From an optimization exercise on the open Yosys and OpenROAD flow, aimed at small area, a short achievable clock period and few clock cycles; shortcuts taken in it are not production practice.
Where RTL was checked, it was by simulation tests only, not by an equivalence proof against the original.

Design ALU, start of the top module:
module ALU #(
    parameter DATA_W = 32
)
(
    input                       i_clk,    
    input                       i_rst_n,  
    input                       i_valid,  
    input [DATA_W - 1 : 0]      i_A,      
    input [DATA_W - 1 : 0]      i_B,      
    input [         2 : 0]      i_inst,   
    output [2*DATA_W - 1 : 0]   o_data,   
    output                      o_done    
);
Size in the first run: roughly 2000 cells after synthesis, about 120 flip-flops, about 15000 µm² of cells after synthesis.
==> module ALU, before the edit <==
module ALU #(
    parameter DATA_W = 32
)
(
    input                       i_clk,    
    input                       i_rst_n,  
    input                       i_valid,  
    input [DATA_W - 1 : 0]      i_A,      
    input [DATA_W - 1 : 0]      i_B,      
    input [         2 : 0]      i_inst,   
    output [2*DATA_W - 1 : 0]   o_data,   
    output                      o_done    
);
    localparam ADD  = 3'd0;
    localparam SUB  = 3'd1;
    localparam AND  = 3'd2;
    localparam OR   = 3'd3;
    localparam SLT  = 3'd4;
    localparam SRA  = 3'd5;
    localparam MUL  = 3'd6;
    localparam DIV  = 3'd7;
    reg        s_ex;     
    reg        s_mul;    
    reg        s_mulf;   
    reg        s_div;    
    reg        s_al;     
    reg        done;
    reg [63:0] R;        
    reg        Sx;       
    reg [31:0] D;        
    reg        Dx;       
    reg        f_sub;    
    reg        f_slt;    
    reg [4:0]  cnt;
    wire idle = ~(s_ex | s_mul | s_mulf | s_div);
    reg        fmt_sat;  
    reg        fmt_slt;  
    reg        fmt_sgn;  
    assign o_done = done;
    assign o_data[63:32] = R[63:32];
    assign o_data[31]    = fmt_sat ? fmt_sgn : R[31] & ~fmt_slt;
    assign o_data[30:1]  = fmt_sat ? {30{~fmt_sgn}} : R[30:1] & {30{~fmt_slt}};
    assign o_data[0]     = fmt_sat ? ~fmt_sgn : (fmt_slt ? fmt_sgn : R[0]);
    wire [31:0] Rhi = R[63:32];
    wire [31:0] Rlo = R[31:0];
    reg b0_one, b0_two, b0_neg, b1_one, b1_two, b1_neg;
    function [2:0] booth;   
        input hi, mid, lo;
        booth = {mid ^ lo, (hi & ~mid & ~lo) | (~hi & mid & lo), hi};
    endfunction
    wire [36:0] dext = {{5{Dx}}, D};
    wire [36:0] p0 = (({37{b0_one}} & dext) | ({37{b0_two}} & {dext[35:0], 1'b0})) ^ {37{b0_neg}};
    wire [36:0] p1m = (({37{b1_one}} & dext) | ({37{b1_two}} & {dext[35:0], 1'b0})) ^ {37{b1_neg}};
    wire [36:0] p1 = {p1m[34:0], b1_neg, b0_neg};
    wire [36:0] x0 = {{5{Sx}}, Rhi};
    wire [36:0] cs = x0 ^ p0 ^ p1;
    wire [36:0] cc = {(x0[35:0] & p0[35:0]) | (x0[35:0] & p1[35:0]) | (p0[35:0] & p1[35:0]), b1_neg};
    wire [36:0] T  = cs + cc + {36'd0, b1_neg};
    wire [31:0] m0 = Rhi;
    wire [31:0] m1 = m0 | (m0 >> 1);
    wire [31:0] m2 = m1 | (m1 >> 2);
    wire [31:0] m3 = m2 | (m2 >> 4);
    wire [31:0] m4 = m3 | (m3 >> 8);
    wire [31:0] mA = m4 | (m4 >> 16);
    wire dzero = ~|D;
    wire ok4   = ~|(D & ~(mA >> 4));
    wire ok1   = ~|(D & ~(mA >> 1));
    wire q     = ~T[36];
    wire i_and = (i_inst == AND);
    wire i_or  = (i_inst == OR);
    wire i_sra = (i_inst == SRA);
    wire i_mul = (i_inst == MUL);
    wire i_div = (i_inst == DIV);
    wire i_one = i_and | i_or | i_sra;             
    wire i_sgn = ~i_one & ~i_mul & ~i_div;          
    wire [4:0]  shamt = (|i_B[31:5]) ? 5'd31 : i_B[4:0];
    wire [31:0] i_sr  = $signed(i_A) >>> shamt;
    wire [31:0] ld_lo = i_and ? (i_A & i_B) :
                        i_or  ? (i_A | i_B) :
                        i_sra ? i_sr :
                        (i_A & {32{~i_div}});
    wire [31:0] ld_hi = i_A & {32{i_sgn | i_div}};
    always @(posedge i_clk or negedge i_rst_n) begin
        if (!i_rst_n) begin
            s_ex   <= 1'b0;
            s_mul  <= 1'b0;
            s_mulf <= 1'b0;
            s_div  <= 1'b0;
            s_al   <= 1'b0;
            done   <= 1'b0;
        end else begin
            done <= 1'b0;
            if (idle && i_valid) begin
                s_ex  <= i_sgn;
                s_mul <= i_mul;
                s_div <= i_div;
                s_al  <= 1'b0;
                done  <= i_one;
            end
            if (s_ex) begin
                s_ex <= 1'b0;
                done <= 1'b1;
            end
            if (s_mul && cnt == 5'd7) begin
                s_mul  <= 1'b0;
                s_mulf <= Rlo[3];
                done   <= ~Rlo[3];
            end
            if (s_mulf) begin
                s_mulf <= 1'b0;
                done   <= 1'b1;
            end
            if (s_div) begin
                if (!s_al) begin
                    if (dzero) begin
                        s_div <= 1'b0;
                        done  <= 1'b1;
                    end else if (!ok4 && !ok1) begin
                        s_al <= 1'b1;
                        if (cnt == 5'd0) begin
                            s_div <= 1'b0;
                            done  <= 1'b1;
                        end
                    end
                end else if (cnt == 5'd0) begin
                    s_div <= 1'b0;
                    done  <= 1'b1;
                end
            end
        end
    end
    always @(posedge i_clk) begin
        if (idle) begin
            R     <= {ld_hi, ld_lo};
            Sx    <= i_sgn & i_A[31];
            D     <= i_B;
            Dx    <= i_sgn & i_B[31];
            f_sub <= (i_inst == SUB) | (i_inst == SLT);
            f_slt <= (i_inst == SLT);
            cnt   <= 5'd0;
            if (i_mul) begin
                {b0_one, b0_two, b0_neg} <= booth(i_A[1], i_A[0], 1'b0);
                {b1_one, b1_two, b1_neg} <= booth(i_A[3], i_A[2], i_A[1]);
            end else begin
                {b0_one, b0_two, b0_neg} <= {1'b1, 1'b0, i_div | (i_inst == SUB) | (i_inst == SLT)};
                {b1_one, b1_two, b1_neg} <= 3'b000;
            end
        end
        fmt_sat <= s_ex & ~f_slt & (T[32] ^ T[31]);
        fmt_slt <= s_ex & f_slt;
        fmt_sgn <= T[36];
        if (s_ex) begin
            R <= {32'd0, T[31:0]};
        end
        if (s_mul) begin
            R   <= {T[35:4], T[3:0], Rlo[31:4]};
            Sx  <= T[36];
            cnt <= cnt + 5'd1;
            if (cnt == 5'd7) begin
                {b0_one, b0_two, b0_neg} <= {Rlo[3], 2'b00};
                {b1_one, b1_two, b1_neg} <= 3'b000;
            end else begin
                {b0_one, b0_two, b0_neg} <= booth(Rlo[5], Rlo[4], Rlo[3]);
                {b1_one, b1_two, b1_neg} <= booth(Rlo[7], Rlo[6], Rlo[5]);
            end
        end
        if (s_mulf) begin
            R[63:32] <= T[31:0];
        end
        if (s_div) begin
            if (!s_al && dzero) begin
                R[31:0] <= 32'hffffffff;
            end else if (!s_al && ok4) begin
                D   <= D << 4;
                cnt <= cnt + 5'd4;
            end else if (!s_al && ok1) begin
                D   <= D << 1;
                cnt <= cnt + 5'd1;
            end else begin
                if (q) R[63:32] <= T[31:0];
                R[31:0] <= {Rlo[30:0], q};
                D   <= D >> 1;
                cnt <= cnt - 5'd1;
            end
        end
    end
endmodule
==> flow/config.mk <==
export PLATFORM = sky130hd
export DESIGN_NAME = ALU
export DESIGN_NICKNAME = ALU
export VERILOG_FILES = /design/flow/design.v
export SDC_FILE = /design/flow/constraint.sdc
export NUM_CORES = 4
export LEC_CHECK = 0
export CAP_MARGIN = 20
export CORE_MARGIN = 2
export CORE_UTILIZATION = 35
export PLACE_DENSITY = 0.5
export SETUP_SLACK_MARGIN = 3.3
export SLEW_MARGIN = 20
==> flow/constraint.sdc <==
create_clock -name core_clock -period 8.0 [get_ports {i_clk}]
set_input_delay 1.6000 -clock core_clock [delete_from_list [all_inputs] [get_ports {i_clk}]]
set_output_delay 1.6000 -clock core_clock [all_outputs]
set_load 0.01 [all_outputs]
run.sh (not shown) runs the stock make flow with config.mk's settings and CLKGATE_MAP_FILE= SYNTH_SCRIPT=/design/flow/synth_recipe.tcl, a recipe that flattens the netlist after the stock synthesis.
Edit:
--- a/flow/design.v
+++ b/flow/design.v
@@ -72,10 +72,10 @@
     wire i_mul = (i_inst == MUL);
     wire i_div = (i_inst == DIV);
     wire i_one = i_and | i_or | i_sra;             
     wire i_sgn = ~i_one & ~i_mul & ~i_div;          
-    wire [4:0]  shamt = (|i_B[31:5]) ? 5'd31 : i_B[4:0];
-    wire [31:0] i_sr  = $signed(i_A) >>> shamt;
+    wire [31:0] i_sh  = $signed(i_A) >>> i_B[4:0];
+    wire [31:0] i_sr  = (|i_B[31:5]) ? {32{i_A[31]}} : i_sh;
     wire [31:0] ld_lo = i_and ? (i_A & i_B) :
                         i_or  ? (i_A | i_B) :
                         i_sra ? i_sr :
                         (i_A & {32{~i_div}});
Result: Final cell count drops by 6.5%. Clock skew drops by 0.0075 ns. Via count drops by 6.6%. Final area drops by 6.3%. Setup slack improved by 0.015 ns. Die area drops by 2.3%.
Testbench counts after the change, summed over its fixed seeds: cycles 13,895.
Function not checked in the first run of this note: the RTL went through the layout flow alone.

re-timing with driven ports:
Ports are ideal in the flow. The routed layouts listed here were re-timed in OpenROAD.
Step 1, drivers: a clkbuf_16 drives i_clk and a buf_2 each remaining input, both assumed.
Step 2 moves the port delays by t, midway between the first and last clock arrival at a register: inputs arrive t later, outputs are due t later. That takes back most of the time a late clock gives input paths.
Three values: ideal ports, drivers, drivers and shift; two values: the first two.
run | shift t [ns] | slack for setup (ns) | worst slew at a driven data input, ns | pins driven straight from the clock port
the first run | 0.497 | 3.357 / 3.386 / 2.889 | 0.05 | 1
the second run | 0.492 | 3.372 / 3.405 / 2.913 | 0.04 | 1
After both steps every run listed still meets setup and hold. For the first run, which loses most, drivers alone change the setup slack by +0.029 ns; drivers and shift together by -0.468 ns.
